What follows belongs to an exercise in optimizing a design on an open flow for small area; a production flow would make more cautious choices. Only simulation tests tie the RTL to the original design; equivalence was not proved. Power is estimated from default activity; no workload was simulated. The clock port is modelled as an ideal driver; clocking choices that lean on that would not hold on a real chip.

==> design/flow/design.v <==
module tpu #(parameter N = 4, parameter K = 8) (
    input  logic s_clk,
    input  logic s_rst_n,
    input  logic s_update,
    input  logic s_in,
    output logic s_out
);
    reg [148:0] pc;
    always @(posedge s_clk)
        pc <= {s_in, pc[148:1]};
    reg [3:0] off;      
    reg [7:0] sc;       
    reg       zf;       
    always @(posedge s_clk) begin
        if (!s_rst_n) begin
            off <= 4'd0;
            sc  <= 8'd0;
            zf  <= 1'b1;
        end else if (s_update) begin
            off <= off + 4'd1;
            sc  <= 8'd0;
        end else if (sc != 8'd134) begin
            sc <= sc + 8'd1;
            if (sc == 8'd133) begin
                off <= 4'd0;
                zf  <= 1'b0;
            end
        end
    end
    wire [2:0] opcode = pc[148:146];
    wire [2:0] regno  = pc[145:143];
    wire dec   = s_rst_n && s_update && (off == 4'd0) && (opcode <= 3'd4);
    wire chain0 = pc[4'd15 - off];
    reg [3:0] ph;
    reg       act;
    reg [2:0] op;
    reg [2:0] rsel;
    reg [2:0] p1;       
    reg [6:0] cnt;
    reg       pnd;
    wire is_rhm = (op == 3'd0);
    wire is_lw  = (op == 3'd1);
    wire is_ls  = (op == 3'd2);
    wire is_mm  = (op == 3'd3);
    wire ph7   = ph[2:0] == 3'd7;
    wire start = ph7 && ((dec && opcode != 3'd4) ||
                         (pnd && (op != 3'd4 || (von && (off == 4'd3 || (off == 4'd2 && s_update))))));
    wire adv = act;
    always @(posedge s_clk) begin
        ph <= ph + 4'd1;
        if ((!s_rst_n && !is_rhm) || start)
            pnd <= 1'b0;
        else if (dec)
            pnd <= 1'b1;
        if (dec) begin
            op   <= opcode;
            rsel <= regno;
            p1   <= ph[2:0];
        end
        cnt <= start ? 7'd0 : cnt + 7'd1;
        if (start)
            act <= 1'b1;
        else if (cnt == 7'd127)
            act <= 1'b0;
    end
    reg wz, sz, mmz;
    always @(posedge s_clk) begin
        if (!s_rst_n) begin
            wz <= 1'b1;
            sz <= 1'b1;
        end else if (dec) begin
            if (opcode == 3'd1) wz <= 1'b0;
            if (opcode == 3'd2) sz <= 1'b0;
        end
        if (dec) mmz <= wz | sz;
    end
    reg [127:0] rf [0:K-1];
    wire [K-1:0] rbot;
    wire rout = rbot[rsel] ^ ph[3];
    reg [3:0]  wt [0:N-1];
    reg [3:0]  wl [0:N-1][1:3];
    reg [3:0]  sl [0:15];                
    wire [3:0] sb;                       
    reg [5:0]  acc;
    wire [2:0] q = cnt[2:0];
    wire       slot = !q[2] && !mmz;     
    wire [5:0] psum = ({2'b0, sb[0] && slot ? wt[0] : 4'd0}
                     + {2'b0, sb[1] && slot ? wt[1] : 4'd0})
                    + ({2'b0, sb[2] && slot ? wt[2] : 4'd0}
                     + {2'b0, sb[3] && slot ? wt[3] : 4'd0});
    wire [6:0] msum = {1'b0, (q == 3'd0) ? 6'd0 : acc} + {1'b0, psum};
    wire       mbit = msum[0];
    always @(posedge s_clk)
        acc <= msum[6:1];
    wire rtap = pc[4'd7 + {1'b0, p1}];
    wire wd = ((act && is_mm) ? mbit : (act && is_rhm) ? rtap : rout) ^ ph[3];
    genvar r, k, m;
    generate
        for (r = 0; r < K; r = r + 1) begin : g_rf
            wire sh = act && rsel == r;
            assign rbot[r] = rf[r][0];
            for (m = 0; m < 128; m = m + 1) begin : g_bit
                always @(posedge s_clk)
                    if (m % 8 != 7)
                        rf[r][m] <= rf[r][m + 1];
                    else if (m == 127)
                        rf[r][m] <= ~(sh ? wd : rf[r][m - 7]);
                    else
                        rf[r][m] <= ~(sh ? rf[r][m + 1] : rf[r][m - 7]);
            end
        end
        for (k = 0; k < N; k = k + 1) begin : g_ws
            wire wld = adv && is_lw && !cnt[2] && cnt[4:3] == k;
            wire wsh = wld || (adv && is_mm && cnt[4:2] == 3'b111);
            always @(posedge s_clk) begin
                if (wsh) wt[k] <= {wl[k][1][0], wt[k][3:1]};
                wl[k][1] <= {wsh ? wl[k][2][0] : wl[k][1][0], wl[k][1][3:1]};
                wl[k][2] <= {wsh ? wl[k][3][0] : wl[k][2][0], wl[k][2][3:1]};
                wl[k][3] <= {wld ? rout : wsh ? wt[k][0] : wl[k][3][0], wl[k][3][3:1]};
            end
            assign sb[k] = sl[4*k + cnt[4:3]][0];
        end
        wire sload = adv && is_ls && !cnt[2];
        for (k = 0; k < 16; k = k + 1) begin : g_sl
            wire sin = (k == 15) ? rout : sl[(k + 1) % 16][0];
            always @(posedge s_clk)
                sl[k] <= {sload ? sin : sl[k][0], sl[k][3:1]};
        end
    endgenerate
    reg von;
    always @(posedge s_clk)
        if (!s_rst_n) von <= 1'b0;
        else if (dec) von <= (opcode == 3'd4);
    wire [2:0] dw = 3'd5 - p1;
    wire [3:0] pw = ph + {1'b0, dw};
    reg  [7:0] low;
    integer i;
    always @(*) begin
        low = 8'd0;
        for (i = 0; i < K; i = i + 1)
            if (rsel == i) low = rf[i][7:0];
    end
    wire wbit = low[dw] ^ pw[3];
    wire ovr = von && off == 4'd3 && !sc[7];
    assign s_out = !zf && (ovr ? wbit : chain0);
endmodule
==> design/flow/standard.sh <==
#!/bin/bash
# synth_recipe.tcl (not shown) runs the flow's synth.tcl, then flattens the netlist and writes it again
# the make line also repeats each setting of config.mk as NAME=value (left out here)
make -C /OpenROAD-flow-scripts/flow DESIGN_CONFIG=/design/flow/config.mk WORK_HOME=/design/flow/orfs CLKGATE_MAP_FILE= SYNTH_SCRIPT=/design/flow/synth_recipe.tcl "${@:-finish}"
==> design/flow/config.mk <==
export PLATFORM = sky130hd
export DESIGN_NAME = tpu
export DESIGN_NICKNAME = tpu
export VERILOG_FILES = /design/flow/design.v
export SDC_FILE = /design/flow/constraint.sdc
export NUM_CORES = 4
export LEC_CHECK = 0
export CAP_MARGIN = 20
export CORE_MARGIN = 2
export CORE_UTILIZATION = 40
export PLACE_DENSITY = 0.6
export SLEW_MARGIN = 20
==> design/flow/flow/run.sh <==
#!/bin/bash
# The standard layout, with the clock tree built without dummy loads.
set -euo pipefail
bash standard.sh finish \
  "CTS_ARGS=-sink_clustering_enable -repair_clock_nets -dont_use_dummy_load -sink_clustering_size 32 -sink_clustering_max_diameter 80 -buf_list sky130_fd_sc_hd__clkbuf_16 -root_buf sky130_fd_sc_hd__clkbuf_8 -tree_buf sky130_fd_sc_hd__clkbuf_8" \
  > make_finish.log 2>&1
==> design/flow/constraint.sdc <==
create_clock -name core_clock -period 6.0 [get_ports {s_clk}]
set_input_delay 1.2000 -clock core_clock [delete_from_list [all_inputs] [get_ports {s_clk}]]
set_output_delay 1.2000 -clock core_clock [all_outputs]
set_load 0.01 [all_outputs]
==> qor.txt, run 1 <==
Outcome: no timing/DRC/antenna violations
DP Worst Slack: 1.552 ns
Net count after synthesis: 1905
CTS tree: yes
Sw frac: 18.62%
Synth Register Bits: 1346
# rows: 103
DRC viols: 0
Setup TNS: 0 ns
P_int: 10430 uW
Async SR Flop Fraction: 0%
Hold depth: 0
Die area: 81460 sq um
Worst-Margin Slew: 1.088 ns
Antenna violations before repair: 1
Final setup vio count: 0
Core area: 78740 sq um
First-pass GRT wire length: 62.52 mm
Clock tree root buffer cell: clkbuf_8
Worst setup path class: reg -> out
Max-slew violation count: 0
Max_slew headroom: 27.20%
GPL Wtd Cong: 0.7913
Skew final: 0.08500 ns
Cell count after synthesis: 1868
Post-CTS setup buffers: 0
Vias per inst: 4.080
Final #Nets: 1934
Clock buffer count from CTS: 51
Max VDD drop: 0.0002346 V
Post-cts hold buffer count: 0
Share of layout cells above drive strength 1: 6.121%
DRT Pass-1 Iters: 4
Syn-to-layout area delta: 7.639%
Synthesis Warnings: 5
Worst-skew pair later-pin latency: 0.75 ns
Hpwl dp: 22.03 mm
RSZ-0062 raised after global routing: no
Fmax: 189.9 MHz
Largest net degree at the start of global routing: 33
Hold Path Class: reg -> reg
Placed insts: 2893
Combinational share of power: 0.2%
Compound-Gate Fraction of Synth Area: 1.232%
Synth Flop Type: dfxtp_1
Critical Path Source Type: flip-flop
WP data required: 4.80 ns
CTS H-Tree Depth: 2
EDFF count, synth: 26
Die Ht: 285.4 um
Setup crit end kind: primary output
Number of global-route vias before repair: 12180
Detail Route Antenna Nets: 0
Initial DRC Count: 525
Worst-path clk slew: 0.11 ns
Post-synthesis mux area share: 6.932%
Reg power frac: 70.2%
Die Wd: 285.4 um
Effective utilization at floorplan: 40.23%
Crit path time final: 5.265 ns
Total grt overflow: 0
Pwr Density: 375.9 nW/um^2
Fin crit share: 87.75%
Design area: 34100 sq um
Synth unique cells: 60
CTS sink count: 1346
Vias post-DR: 12020
Ant. Diodes: 0
Arrival @ worst endpoint: 4.07 ns
Sequential cell area fraction in the yosys report: 85.88%
# fillers: 6847
I/O Buffers: 4
Final WS setup: 0.7350 ns
Clk pwr share: 29.6%
Syn Area/Cell: 16.96 sq um
Area share of and/or/nand/nor cells after synthesis: 2.749%
I/O pins: 5
Max_cap viols: 0
Leakage power: 0.01367 uW
CTS Buffer Depth: 3
Post-Synth XOR/XNOR Area: 0.6082%
Total global routing track utilization: 9.199%
Routed WL: 37.13 mm
Sw Pwr: 2387 uW
Sequential cell area: 27210 sq um
DR WL/cell: 12.61 um
Post-Synthesis Cell Area: 31680 sq um
Maximum fanout along the worst path: 22
Main combinational cell family by area after synthesis: multiplexers
Post-CTS sizing: 0
Final hold violation count: 0
Multi-input logic area: 4154 sq um
Fin cells: 2945
DP Area: 32860 sq um
Depth of the most critical reg-to-reg path: 14
Adder-Cell Fraction of Synth Area: 1.564%
## worst max-delay path, stage by stage (launching register included)
cell and delay (ns):
edfxtp_1 1.00, buf_4 0.43, mux2_2 0.38, a22oi_1 0.20, o21ai_0 0.14, o2111ai_1 0.24
nand3_1 0.13, o211ai_2 0.17, clkdlybuf4s50_1 0.62
## stage by stage
step / total power [uW] / util, % / hold slack, ns
floorplan: 9219 / - / 0.3096
global placement: 9228 / 41.73 / 0.3099
detailed placement: 9230 / 41.74 / 0.3121
CTS: 13000 / 43.29 / 0.2181
global route: 13310 / 43.30 / 0.2284
finish: 12820 / 43.30 / 0.2294
## state kept, by name, summed over array words and instances, names as in the netlist, 3 cells and up
signal / count
rsel: 3
wl: 48
acc: 6
off: 4
p1: 3
sl: 64
rf: 1024
cnt: 7
pc: 149
ph: 4
sc: 8
op: 3
wt: 16
## path summary, 6_finish.rpt
| path | startpoint | end | slack (ns) |
|---|---|---|---|
| min | rf[5][76] | rf[5][75] | 0.23 |
| min reg2reg | rf[5][76] | rf[5][75] | 0.23 |
| max reg2reg | cnt[3] | acc[5] | 1.55 |
| max | rsel[1] | s_out | 0.73 |
## cells in the mapped netlist, drive strengths merged, types with 10 or more instances
| cell type | number | area (sq um) |
|---|---|---|
| a21oi | 11 | 55.05 |
| and2 | 18 | 112.6 |
| buf | 28 | 192.7 |
| dfxtp | 1320 | 26430 |
| edfxtp | 26 | 780.8 |
| fa | 11 | 220.2 |
| ha | 22 | 275.3 |
| inv | 30 | 112.6 |
| mux2 | 27 | 304.0 |
| mux2i | 153 | 1531 |
| mux4 | 16 | 360.4 |
| nand2 | 24 | 90.09 |
| nand2b | 10 | 70.06 |
| nand3 | 22 | 110.1 |
| nor2 | 26 | 97.59 |
| nor2b | 11 | 68.82 |
| o21ai | 13 | 65.06 |
| xnor2 | 13 | 113.9 |
## power groups by stage
stage | clock, uW | combinational (uW) | sequential (uW)
floorplan | 0 | 31.1 | 9190
CTS | 3970 | 31.4 | 8990
detailed placement | 0 | 31.3 | 9200
global placement | 0 | 29.7 | 9200
finish | 3790 | 30.8 | 8990
global route | 4270 | 34.1 | 9000
## area by class of cell
cell class,count,area share [%]
Multi-Input combinational cell,458,12.18
Clock buffer,51,3.578
Sequential cell,1346,79.79
Timing Repair Buffer,10,0.2715
Tap cell,1050,3.853
Inverter,30,0.3302
## layout by cell type, fill, tap and decap left out, types with 3 or more instances in the layout
| cell | n |
|---|---|
| a22oi_1 | 3 |
| mux4_2 | 16 |
| o211ai_1 | 5 |
| clkdlybuf4s50_1 | 4 |
| and3_1 | 5 |
| nand2_1 | 24 |
| nand2b_1 | 9 |
| ha_1 | 22 |
| nor2b_1 | 11 |
| nor3_4 | 3 |
| clkbuf_16 | 46 |
| inv_1 | 30 |
| nand4_1 | 7 |
| nand3_1 | 22 |
| nor3b_1 | 7 |
| o21ai_1 | 4 |
| fa_1 | 11 |
| mux2_2 | 27 |
| and2_1 | 18 |
| xnor2_1 | 13 |
| nor2_1 | 26 |
| or2_2 | 3 |
| dfxtp_1 | 1320 |
| a21oi_1 | 10 |
| clkbuf_8 | 5 |
| edfxtp_1 | 26 |
| buf_4 | 5 |
| a21o_1 | 3 |
| mux2i_1 | 153 |
| o21ai_0 | 9 |
| xor2_1 | 9 |
## cells by family after synthesis
family	Yosys count
DFF	1346
muxes	196
and+or+nand+nor	151
buffers and inverters	64
AOI/OAI and AO/OA	56
adders and majority gates	33
xor gates and xnor gates	22
## per-layer routing
layer / routed length [um] / GRT usage [%] / vias to the layer above
li1: - / - / 6073
met1: 19340 / 13.40 / 5738
met2: 15380 / 13.56 / 139
met3: 1450 / 2.145 / 67
met4: 972 / 2.893 / 0
met5: 0 / 0 / -
==> run 2, diff against run 1 <==
==> design/flow/flow/run.sh (replaced) <==
#!/bin/bash
# The standard layout, with the clock tree built without dummy loads.
set -euo pipefail
bash standard.sh finish \
  "CTS_ARGS=-sink_clustering_enable -repair_clock_nets -dont_use_dummy_load -sink_clustering_size 30 -sink_clustering_max_diameter 70 -buf_list sky130_fd_sc_hd__clkbuf_16 -root_buf sky130_fd_sc_hd__clkbuf_8 -tree_buf sky130_fd_sc_hd__clkbuf_8" \
  > make_finish.log 2>&1
==> run 2 against run 1 <==
Against the previous run: still clean on timing, DRC and antenna; sequential power is essentially flat; sequential share of layout area shrank 0.24 points; highest routed layer unchanged; critical path type unchanged; fmax grew 0.68%; total power grew 1.1%.
==> qor.txt, run 2 <==
Flop2flop setup slack: 1.66 ns (+0.11 ns)
Leading post-synthesis cells by cell area: dfxtp_1 83%, mux2i_1 4.8%, edfxtp_1 2.5%
Fmax: 191.2 MHz (+0.68%)
Most flops, register: rf
RSZ-0062 raised after global routing: no
Reg power frac: 69.4% (-0.8 points)
Clock buffer count from CTS: 55 (+7.8%)
Critical Path Source Type: flip-flop
Effective utilization at floorplan: 40.23% (unchanged)
CTS tree: yes
Vias post-DR: 12060 (+0.32%)
Syn-to-layout area delta: 7.963%
Crit path time final: 5.230 ns (-0.03544 ns)
Min-delay src: rf[5][76]
Sequential cell area fraction in the yosys report: 85.88% (unchanged)
DRC viols: 0 (unchanged)
Detail Route Antenna Nets: 0 (unchanged)
Initial DRC Count: 504 (-4.0%)
Sw Pwr: 2417 uW (+1.3%)
DR WL/cell: 12.66 um (+0.44%)
Post-layout util: 43.44% (+0.13 points)
Post-CTS setup buffers: 0 (unchanged)
Slowest CP cell: edfxtp_1
Leakage power: 0.01372 uW (+0.36%)
Design area: 34200 sq um (+0.30%)
Die Wd: 285.4 um (unchanged)
Cell count after synthesis: 1868 (unchanged)
Final hold violation count: 0 (unchanged)
Synth Register Bits: 1346 (unchanged)
# rows: 103 (unchanged)
Worst-path cell chain: inv_1, o211ai_1, a221oi_1, or4_1, a31o_2, o211ai_2, clkdlybuf4s50_1
WHS: 0.2148 ns (-0.01464 ns)
Hold Path Class: reg -> reg
Worst-skew pair later-pin latency: 0.79 ns (+0.04 ns)
Max VDD drop: 0.0001977 V (-16%)
Fin cells: 2950 (+0.17%)
Worst Path Buf+Inv: 2 (unchanged)
Worst setup path class: reg -> out
CTS H-Tree Depth: 2 (unchanged)
Pwr Density: 378.8 nW/um^2 (+0.76%)
Setup crit end kind: primary output
Final #Nets: 1938 (+0.21%)
Clock tree root buffer cell: clkbuf_8
Outcome: no timing/DRC/antenna violations
Total grt overflow: 0 (unchanged)
Async SR Flop Fraction: 0% (unchanged)
Post-synth top cells: 1320 x dfxtp_1, 153 x mux2i_1, 30 x inv_1
Sw frac: 18.66% (+0.034 points)
Max_cap viols: 0 (unchanged)
Die area: 81460 sq um (unchanged)
Fin crit share: 87.16% (-0.59 points)
WP data required: 4.80 ns (about the same)
EDFF count, synth: 26 (unchanged)
Reg2reg start: cnt[3]
GPL Wtd Cong: 0.7913 (unchanged)
First-pass GRT wire length: 63.01 mm (+0.78%)
Arrival @ worst endpoint: 4.03 ns (-0.04 ns)
DRT Pass-1 Iters: 4 (unchanged)
Hold Path End: rf[5][75]
Maximum fanout along the worst path: 25 (+14%)
Hold depth: 0 (unchanged)
Hpwl dp: 22.03 mm (unchanged)
Post-cts hold buffer count: 0 (unchanged)
Number of global-route vias before repair: 12310 (+1.1%)
Count leader, synth: dfxtp_1
Vias per inst: 4.086 (+0.15%)
Largest net degree at the start of global routing: 31 (-6.1%)
Synth Flop Type: dfxtp_1
Combinational share of power: 0.2% (about the same)
Max-slew violation count: 0 (unchanged)
Core area: 78740 sq um (unchanged)
Biggest regs: rf x1024, pc x149, sl x64
Share of layout cells above drive strength 1: 6.319% (+0.20 points)
Yosys top cell area share: 83.42% (unchanged)
Die Ht: 285.4 um (unchanged)
Routed WL: 37.36 mm (+0.61%)
Setup TNS: 0 ns (unchanged)
P_int: 10540 uW (+1.0%)
Synthesis Warnings: 5 (unchanged)
Commonest cells after routing, fill and taps aside: 1320 x dfxtp_1, 153 x mux2i_1, 50 x clkbuf_16, 30 x inv_1, 27 x mux2_2
Net count after synthesis: 1905 (unchanged)
Most common cell after layout, fill and taps aside: dfxtp_1
CP delay by family, top: flip-flops
Worst-Margin Slew: 1.085 ns (-0.003925 ns)
Skew final: 0.1140 ns (+0.02903 ns)
I/O Buffers: 4 (unchanged)
Placed insts: 2893 (unchanged)
DP Area: 32860 sq um (unchanged)
Clk pwr share: 30.3% (+0.7 points)
CTS sink count: 1346 (unchanged)
Syn Area/Cell: 16.96 sq um (unchanged)
Antenna violations before repair: 1 (unchanged)
Max reg flops: 1024 (unchanged)
Total global routing track utilization: 9.268% (+0.069 points)
Worst-path clk slew: 0.11 ns (about the same)
Crit path largest cell delay: 1.03 ns (+0.03 ns)
Max_slew headroom: 27.46% (+0.26 points)
I/O pins: 5 (unchanged)
Post-Synthesis Cell Area: 31680 sq um (unchanged)
Post-CTS sizing: 0 (unchanged)
Cell taking the most area after synthesis: dfxtp_1
Final setup vio count: 0 (unchanged)
Synth unique cells: 60 (unchanged)
Depth of the most critical reg-to-reg path: 14 (unchanged)
R2r endpoint: acc[5]
CTS Buffer Depth: 3 (unchanged)
-- run 2: changes by cell type in the layout (fill, tap and decap cells not counted), sizes merged --
cell    before  now
clkbuf      51   55
diode        0    1
-- run 2: power groups by stage --
| stage | Sequential, uW | Combinational [uW] | Clock [uW] |
|---|---|---|---|
| after floorplan | 9190 | 31.1 | 0 |
| after global placement | 9200 | 29.7 | 0 |
| after detailed placement | 9200 | 31.3 | 0 |
| after CTS | 8990 | 31.4 | 4120 |
| after global routing | 9000 | 34.0 | 4420 |
| final | 8990 | 30.8 | 3930 |
-- run 2: layer usage --
layer  share of wire, %  wire length [um]  track usage [%]  vias to the layer above
li1                   -                 -                -                     6090
met1                 51             19170            13.26                     5770
met2                 42             15600            13.79                      118
met3                4.0              1502            2.281                       77
met4                2.9              1087            3.050                        0
met5                  0                 0                0                        -
-- run 2: kinds of logic (layout without fill, tap and decap cells) --
kind of cell               after synthesis  count (layout)  synth area share [%]
AOI/OAI and AO/OA                       56              56                 1.232
other                                    0               1                     0
adders and majority gates               33              33                 1.564
DFF                                   1346            1346                 85.88
xor gates and xnor gates                22              22                0.6083
buffers and inverters                   64              95                 1.035
and+or+nand+nor                        151             151                 2.749
muxes                                  196             196                 6.932
-- run 2: worst max path at each step --
stage | start | to | depth (start not counted)
3_3_place_gp | rsel[1] | s_out | 8
2_1_floorplan | cnt[3] | acc[5] | 15
4_1_cts | rsel[2] | s_out | 7
3_5_place_dp | rsel[1] | s_out | 8
5_1_grt | rsel[1] | s_out | 8
6_report | rsel[2] | s_out | 7
-- run 2: area by class of cell --
cell class,count,area (sq um)
Clock buffer,55,1320
Inverter,30,112.6
Fill cell,6853,44540
Sequential cell,1346,27210
Multi-Input combinational cell,458,4154
Timing Repair Buffer,10,92.59
Tap cell,1050,1314
Antenna cell,1,2.502
-- run 2: per-stage QoR --
step | setup slack [ns] | total power (uW)
2_1_floorplan | 1.932 | 9219
3_3_place_gp | 1.623 | 9228
3_5_place_dp | 1.552 | 9230
4_1_cts | 0.7037 | 13150
5_1_grt | 0.4955 | 13450
6_report | 0.7704 | 12950
==> run 3, diff against run 2 <==
==> design/flow/flow/run.sh (replaced) <==
#!/bin/bash
# The standard layout, with the clock tree built without dummy loads.
set -euo pipefail
bash standard.sh finish \
  "CTS_ARGS=-sink_clustering_enable -repair_clock_nets -dont_use_dummy_load -sink_clustering_size 36 -sink_clustering_max_diameter 90 -buf_list sky130_fd_sc_hd__clkbuf_16 -root_buf sky130_fd_sc_hd__clkbuf_8 -tree_buf sky130_fd_sc_hd__clkbuf_8" \
  > make_finish.log 2>&1
==> run 3 against run 2 <==
Against the previous run: design area fell by 0.73%; flip-flop and latch count did not move; register-to-register slack got worse by 0.08 ns; sequential power barely moved; cell count fell by 0.34%; critical endpoint unchanged; hold slack improved by 0.046 ns; still clean; clock power fell by 8.4%; worst setup slack improved by 0.012 ns; largest cell class unchanged; clock skew fell by 0.014 ns; critical path type unchanged.
==> qor.txt, run 3 <==
Critical Path Source Type: flip-flop
Worst-Margin Slew: 1.094 ns (+0.009880 ns)
DR WL/cell: 12.62 um (-0.33%)
Commonest cells after routing, fill and taps aside: 1320 x dfxtp_1, 153 x mux2i_1, 40 x clkbuf_16, 30 x inv_1, 27 x mux2_2
Crit path largest cell delay: 1.01 ns (-0.02 ns)
Clock buffer count from CTS: 45 (-18%)
Worst setup path class: reg -> out
Largest net degree at the start of global routing: 37 (+19%)
Die Wd: 285.4 um (unchanged)
Max-slew violation count: 0 (unchanged)
DP Worst Slack: 1.552 ns (unchanged)
WP data required: 4.80 ns (about the same)
Clock tree root buffer cell: clkbuf_8
CTS tree: yes
Leading post-synthesis cells by cell area: dfxtp_1 83%, mux2i_1 4.8%, edfxtp_1 2.5%
Synth unique cells: 60 (unchanged)
Total grt overflow: 0 (unchanged)
Hpwl dp: 22.03 mm (unchanged)
Die Ht: 285.4 um (unchanged)
Syn Area/Cell: 16.96 sq um (unchanged)
Max_cap viols: 0 (unchanged)
Final WS setup: 0.7824 ns (+0.01200 ns)
Skew final: 0.09995 ns (-0.01409 ns)
RSZ-0062 raised after global routing: no
Slowest CP cell: edfxtp_1
# rows: 103 (unchanged)
First-pass GRT wire length: 62.34 mm (-1.1%)
Max VDD drop: 0.0001885 V (-4.7%)
Post-CTS setup buffers: 0 (unchanged)
Sequential cell area: 27210 sq um (unchanged)
CTS Buffer Depth: 3 (unchanged)
Die area: 81460 sq um (unchanged)
Post-Synthesis Cell Area: 31680 sq um (unchanged)
Setup TNS: 0 ns (unchanged)
DRC viols: 0 (unchanged)
Yosys top cell area share: 83.42% (unchanged)
Final #Nets: 1928 (-0.52%)
Worst-skew pair later-pin latency: 0.74 ns (-0.05 ns)
Total global routing track utilization: 9.175% (-0.093 points)
Synthesis Warnings: 5 (unchanged)
Multi-input logic area: 4154 sq um (unchanged)
Cell count after synthesis: 1868 (unchanged)
Worst-path clk slew: 0.12 ns (about the same)
Max_slew headroom: 26.80% (-0.66 points)
EDFF count, synth: 26 (unchanged)
Arrival @ worst endpoint: 4.02 ns (about the same)
Post-synth top cells: 1320 x dfxtp_1, 153 x mux2i_1, 30 x inv_1
DRT Pass-1 Iters: 4 (unchanged)
GPL Wtd Cong: 0.7913 (unchanged)
Vias per inst: 4.097 (+0.26%)
Vias post-DR: 12050 (-0.083%)
Syn-to-layout area delta: 7.172%
Post-CTS sizing: 0 (unchanged)
Post-cts hold buffer count: 0 (unchanged)
Biggest regs: rf x1024, pc x149, sl x64
Crit path time final: 5.218 ns (-0.01200 ns)
Max reg flops: 1024 (unchanged)
Worst-path cell chain: buf_4, mux2_2, a22oi_1, o21ai_0, o2111ai_1, nand3_1, o211ai_2, clkdlybuf4s50_1
Net count after synthesis: 1905 (unchanged)
Most flops, register: rf
I/O Buffers: 4 (unchanged)
Hold Path Class: reg -> reg
Maximum fanout along the worst path: 22 (-12%)
Count leader, synth: dfxtp_1
Synth Flop Type: dfxtp_1
Share of layout cells above drive strength 1: 5.823% (-0.50 points)
Number of global-route vias before repair: 12180 (-1.1%)
Sequential cell area fraction in the yosys report: 85.88% (unchanged)
Most common cell after layout, fill and taps aside: dfxtp_1
Final hold violation count: 0 (unchanged)
Effective utilization at floorplan: 40.23% (unchanged)
Routed WL: 37.11 mm (-0.66%)
Cell taking the most area after synthesis: dfxtp_1
Outcome: no timing/DRC/antenna violations
Async SR Flop Fraction: 0% (unchanged)
CTS sink count: 1346 (unchanged)
Initial DRC Count: 488 (-3.2%)
Synth Register Bits: 1346 (unchanged)
Leakage power: 0.01360 uW (-0.90%)
# fillers: 6875 (+0.32%)
CTS H-Tree Depth: 2 (unchanged)
Antenna violations before repair: 2 (+1)
Pwr Density: 371.8 nW/um^2 (-1.8%)
Overall power: 12620 uW (-2.6%)
Post-layout util: 43.12% (-0.32 points)
Fin crit share: 86.96% (-0.20 points)
Setup crit end kind: primary output
Detail Route Antenna Nets: 0 (unchanged)
I/O pins: 5 (unchanged)
Final setup vio count: 0 (unchanged)
Fmax: 191.7 MHz (+0.23%)
Core area: 78740 sq um (unchanged)
==> run 3: cell families (layout without fill, tap and decap cells) <==
logic type                 count (synthesis)  count (layout)  share of synthesized area, %
xor gates and xnor gates                  22              22                        0.6083
other                                      0               1                             0
adders and majority gates                 33              33                         1.564
DFF                                     1346            1346                         85.88
muxes                                    196             196                         6.932
AOI/OAI and AO/OA                         56              56                         1.232
and+or+nand+nor                          151             151                         2.749
buffers and inverters                     64              85                         1.035
==> run 3: cell type report <==
type | count | share of cell area (%)
Inverter | 30 | 0.3317
Clock buffer | 45 | 3.151
Sequential cell | 1346 | 80.13
Timing Repair Buffer | 10 | 0.2727
Antenna cell | 1 | 0.007371
Multi-Input combinational cell | 458 | 12.24
Tap cell | 1050 | 3.870
==> run 3: critical path: cells and delay by family (launching register included) <==
kind	cells	cell delay, ns
multiplexers	1	0.38
buffers and inverters	2	1.05
AND/OR/NAND/NOR	1	0.13
AO/OA/AOI/OAI	4	0.73
flip-flops	1	1.01
==> run 3: final timing paths <==
path              from        end  slack [ns]  depth (start not counted)
max reg2reg     cnt[3]     acc[5]        1.58                         14
max            rsel[1]      s_out        0.78                          8
min          rf[0][97]  rf[0][96]        0.26                          0
min reg2reg  rf[0][97]  rf[0][96]        0.26                          0
==> run 3: metal layers <==
layer	up-vias	part of all wire, %	global-route usage (%)
met5	-	0	0
met4	0	3.0	3.508
met3	73	3.5	1.707
met2	132	41	13.67
met1	5778	52	13.28
li1	6062	-	-
==> run 3: stage by stage <==
step / cells / hold WS, ns / cell area [sq um]
floorplan: 1868 / 0.3096 / 31680
global placement: 2893 / 0.3099 / 32860
detailed placement: 2893 / 0.3121 / 32860
CTS: 2938 / 0.2568 / 33930
global route: 2940 / 0.2538 / 33950
finish: 2940 / 0.2605 / 33950
==> run 3: where the power goes <==
group	internal (uW)	switching (uW)	leakage [uW]	total, uW
Clock	1280	2320	0.000529	3600
Sequential	8980	16.9	0.0111	9000
Combinational	14.5	16.6	0.00199	31.1
Total	10300	2350	0.0136	12600
==> run 4, diff against run 3 <==
--- a/design/flow/design.v
+++ b/design/flow/design.v
@@ -9,19 +9,24 @@
     always @(posedge s_clk)
         pc <= {s_in, pc[148:1]};
     reg [3:0] off;      
-    reg [7:0] sc;       
+    reg [7:0] sc;
     reg       zf;       
+    reg       wo;
     always @(posedge s_clk) begin
         if (!s_rst_n) begin
             off <= 4'd0;
-            sc  <= 8'd0;
+            sc  <= 8'h01;
             zf  <= 1'b1;
+            wo  <= 1'b0;
         end else if (s_update) begin
             off <= off + 4'd1;
-            sc  <= 8'd0;
-        end else if (sc != 8'd134) begin
-            sc <= sc + 8'd1;
-            if (sc == 8'd133) begin
+            sc  <= 8'h01;
+            wo  <= 1'b0;
+        end else if (sc != 8'hd2) begin
+            sc <= {sc[6:0], sc[7] ^ sc[5] ^ sc[4] ^ sc[3]};
+            if (sc == 8'hc5)
+                wo <= 1'b1;
+            if (sc == 8'h69) begin
                 off <= 4'd0;
                 zf  <= 1'b0;
             end
@@ -118,13 +123,15 @@
                 wl[k][2] <= {wsh ? wl[k][3][0] : wl[k][2][0], wl[k][2][3:1]};
                 wl[k][3] <= {wld ? rout : wsh ? wt[k][0] : wl[k][3][0], wl[k][3][3:1]};
             end
-            assign sb[k] = sl[4*k + cnt[4:3]][0];
+            assign sb[k] = sl[4*k][0];
         end
         wire sload = adv && is_ls && !cnt[2];
+        wire sring = adv && is_mm && cnt[2];
         for (k = 0; k < 16; k = k + 1) begin : g_sl
             wire sin = (k == 15) ? rout : sl[(k + 1) % 16][0];
+            wire rin = (k % 4 == 3) ? sl[k - 3][0] : sl[k + 1][0];
             always @(posedge s_clk)
-                sl[k] <= {sload ? sin : sl[k][0], sl[k][3:1]};
+                sl[k] <= {sload ? sin : sring ? rin : sl[k][0], sl[k][3:1]};
         end
     endgenerate
     reg von;
@@ -141,6 +148,6 @@
             if (rsel == i) low = rf[i][7:0];
     end
     wire wbit = low[dw] ^ pw[3];
-    wire ovr = von && off == 4'd3 && !sc[7];
+    wire ovr = von && off == 4'd3 && !wo;
     assign s_out = !zf && (ovr ? wbit : chain0);
 endmodule
==> run 4 against run 3 <==
Against the previous run: still clean; first-iteration DRC count up 14%; sequential share of layout area grew 0.53 points; worst setup slack lost 0.28 ns; fmax is 5.1% lower; utilization up 0.38 points; critical path depth unchanged; routed wire length shrank 2.7%; via count is 2.1% lower; global-route usage fell by 0.20 points; flip-flop and latch count rose by 1; clock-buffer cell count did not move; sequential power barely moved; critical path type unchanged.
==> qor.txt, run 4 <==
# fillers: 6805 (-1.0%)
Clock tree root buffer cell: clkbuf_8
Final #Nets: 1900 (-1.5%)
Commonest cells after routing, fill and taps aside: 1321 x dfxtp_1, 150 x mux2i_1, 40 x clkbuf_16, 31 x nor2_1, 26 x edfxtp_1
First-pass GRT wire length: 60.62 mm (-2.8%)
Antenna violations before repair: 1 (-1)
Total global routing track utilization: 8.976% (-0.20 points)
Effective utilization at floorplan: 40.50% (+0.27 points)
Die Ht: 284.3 um (-0.39%)
Clock buffer count from CTS: 45 (unchanged)
Max-slew violation count: 0 (unchanged)
Post-Synthesis Cell Area: 31430 sq um (-0.80%)
Worst-Margin Slew: 1.096 ns (+0.001546 ns)
Maximum fanout along the worst path: 17 (-23%)
Setup TNS: 0 ns (unchanged)
Net count after synthesis: 1879 (-1.4%)
Post-synth top cells: 1321 x dfxtp_1, 150 x mux2i_1, 31 x nor2_1
Post-cts hold buffer count: 0 (unchanged)
CTS Buffer Depth: 3 (unchanged)
Fmax: 181.9 MHz (-5.1%)
# rows: 102 (-0.97%)
Max_slew headroom: 26.70% (-0.10 points)
Cell taking the most area after synthesis: dfxtp_1
Count leader, synth: dfxtp_1
Hold Path Class: reg -> reg
Cell count after synthesis: 1845 (-1.2%)
Crit path time final: 5.498 ns (+0.2804 ns)
Final setup vio count: 0 (unchanged)
Final hold violation count: 0 (unchanged)
Outcome: no timing/DRC/antenna violations
Synth Flop Type: dfxtp_1
CTS sink count: 1347 (+0.074%)
Critical Path Source Type: flip-flop
Pwr Density: 374.4 nW/um^2 (+0.70%)
CTS H-Tree Depth: 2 (unchanged)
CTS tree: yes
Main combinational cell family by area after synthesis: multiplexers
Max_cap viols: 0 (unchanged)
Core area: 77590 sq um (-1.5%)
Overall power: 12640 uW (+0.11%)
I/O pins: 5 (unchanged)
Synth unique cells: 52 (-13%)
Die Wd: 284.3 um (-0.39%)
Area share of and/or/nand/nor cells after synthesis: 2.512% (-0.24 points)
Leakage power: 0.01358 uW (-0.13%)
Crit path largest cell delay: 0.88 ns (-0.13 ns)
Max VDD drop: 0.0001970 V (+4.5%)
Arrival @ worst endpoint: 4.30 ns (+0.28 ns)
Synthesis Warnings: 5 (unchanged)
Async SR Flop Fraction: 0% (unchanged)
I/O Buffers: 4 (unchanged)
Detail Route Antenna Nets: 0 (unchanged)
Setup crit end kind: primary output
Most flops, register: rf
Post-CTS setup buffers: 0 (unchanged)
Sequential cell area: 27230 sq um (about the same)
Syn-to-layout area delta: 7.409%
Skew final: 0.1102 ns (+0.01028 ns)
Worst-path clk slew: 0.12 ns (about the same)
Post-Synth XOR/XNOR Area: 0.5295% (-0.079 points)
Syn Area/Cell: 17.03 sq um (+0.44%)
Number of global-route vias before repair: 12020 (-1.3%)
Sequential cell area fraction in the yosys report: 86.63% (+0.75 points)
Largest net degree at the start of global routing: 37 (unchanged)
Post-synthesis mux area share: 6.975% (+0.044 points)
Yosys top cell area share: 84.15% (+0.73 points)
Adder-Cell Fraction of Synth Area: 1.457% (-0.11 points)
DRC viols: 0 (unchanged)
GPL Wtd Cong: 0.7811 (-1.3%)
Worst setup path class: reg -> out
Most common cell after layout, fill and taps aside: dfxtp_1
WP data required: 4.80 ns (about the same)
Die area: 80820 sq um (-0.79%)
Share of layout cells above drive strength 1: 5.043% (-0.78 points)
Biggest regs: rf x1024, pc x149, sl x64
Initial DRC Count: 556 (+14%)
Leading post-synthesis cells by cell area: dfxtp_1 84%, mux2i_1 4.8%, edfxtp_1 2.5%
Compound-Gate Fraction of Synth Area: 1.047% (-0.19 points)
Max reg flops: 1024 (unchanged)
Worst-skew pair later-pin latency: 0.74 ns (about the same)
Hpwl dp: 21.36 mm (-3.1%)
Multi-input logic area: 3955 sq um (-4.8%)
Slowest CP cell: edfxtp_1
EDFF count, synth: 26 (unchanged)
Routed WL: 36.11 mm (-2.7%)
Total grt overflow: 0 (unchanged)
DRT Pass-1 Iters: 6 (+2)
Worst-path cell chain: buf_4, mux4_1, mux2_2, nand4b_1, o2111ai_1, or4b_1, nand3_1, clkdlybuf4s50_1
DR WL/cell: 12.43 um (-1.6%)
Vias per inst: 4.059 (-0.92%)
Synth Register Bits: 1347 (+0.074%)
Vias post-DR: 11800 (-2.1%)
Fin crit share: 91.63% (+4.7 points)
Post-CTS sizing: 0 (unchanged)
RSZ-0062 raised after global routing: no
-- run 4: cell types whose count changed after synthesis, sizes merged, moves of 6 or more --
cell	before	now
nand2b	10	3
and2	18	7
clkbuf	6	18
nand4b	2	8
o21ai	13	6
inv	30	24
buf	28	21
-- run 4: cell families after synthesis --
| logic type | Yosys count |
|---|---|
| flops | 1347 |
| fa+ha+maj | 30 |
| buf+inv | 63 |
| simple gates | 145 |
| mux | 191 |
| xor+xnor | 19 |
| compound gates | 50 |
-- run 4: final timing paths --
kind / slack [ns] / start / to / cells after the start
max: 0.50 / rsel[0] / s_out / 8
max reg2reg: 1.89 / cnt[2] / acc[5] / 13
min reg2reg: 0.26 / rf[7][97] / rf[7][96] / 0
min: 0.26 / rf[7][97] / rf[7][96] / 0
-- run 4: per-layer routing --
layer  track usage [%]  share of wire (%)  routed length (um)  vias to the layer above
met3             1.870                3.4                1218                       64
met2             13.16                 41               14700                       97
li1                  -                  -                   -                     5989
met5                 0                  0                   0                        -
met4             3.000                2.6                 955                        0
met1             13.18                 53               19230                     5646
-- run 4: metrics by stage --
step / cells / util (%) / worst slack, ns / hold slack (ns) / area (sq um)
CTS: 2904 / 43.50 / 0.4112 / 0.2597 / 33750
finish: 2906 / 43.50 / 0.5020 / 0.2624 / 33750
global route: 2906 / 43.50 / 0.2809 / 0.2551 / 33750
floorplan: 1845 / - / 2.206 / 0.3096 / 31430
global placement: 2859 / 42.11 / 1.339 / 0.3097 / 32680
detailed placement: 2859 / 42.12 / 1.290 / 0.3121 / 32680
-- run 4: report_power, final --
part	leakage, uW	switching, uW	total, uW	internal, uW
Sequential	0.0111	18.6	9010	8990
Clock	0.000529	2330	3600	1280
Combinational	0.00197	13.2	28.8	15.6
Total	0.0136	2360	12600	10300
-- run 4: cell type report --
cell class              count  area share (%)
clock buffers              45           3.169
diodes                      2         0.01483
multi-input cells         435           11.72
flip-flops and latches   1347           80.66
repair buffers             13          0.3188
inverters                  24          0.2669
well taps                1040           3.855
-- run 4: worst max-delay path: cells and delay by family, from the launching register on --
family / cells / cell delay [ns]
buffers and inverters: 2 / 0.90
AND/OR/NAND/NOR: 3 / 0.79
multiplexers: 2 / 0.85
AO/OA/AOI/OAI: 1 / 0.14
flip-flops: 1 / 0.88

[static timing again, ports no longer ideal]
Ports are ideal in the flow. The routed layouts listed here were re-timed in OpenROAD.
Step 1 sets driving cells, clkbuf_16 on the clock port and buf_2 on the other inputs (assumed; they add their load-dependent delay and slew).
Step 2 adds t to the input delays and takes it off the output delays; t is the mean of the earliest and latest rising clock arrival at the registers after step 1. Input paths then give back, and output paths get back, about the clock's delay inside the block.
Three values: ideal, step 1, step 2; two values: the first two.
run | t, ns | setup WS [ns] | slew at the worst register clock pin (ns) | worst slew at a driven data input, ns
run 1 | 0.762 | 0.735 / 0.679 / 1.441 | 0.11 / 0.11 | 0.04
run 2 | 0.784 | 0.770 / 0.715 / 1.500 | 0.11 / 0.11 | 0.04
run 3 | 0.748 | 0.782 / 0.724 / 1.473 | 0.12 / 0.12 | 0.04
run 4 | 0.743 | 0.502 / 0.446 / 1.188 | 0.12 / 0.12 | 0.03
After both steps setup and hold are still met in every run listed.
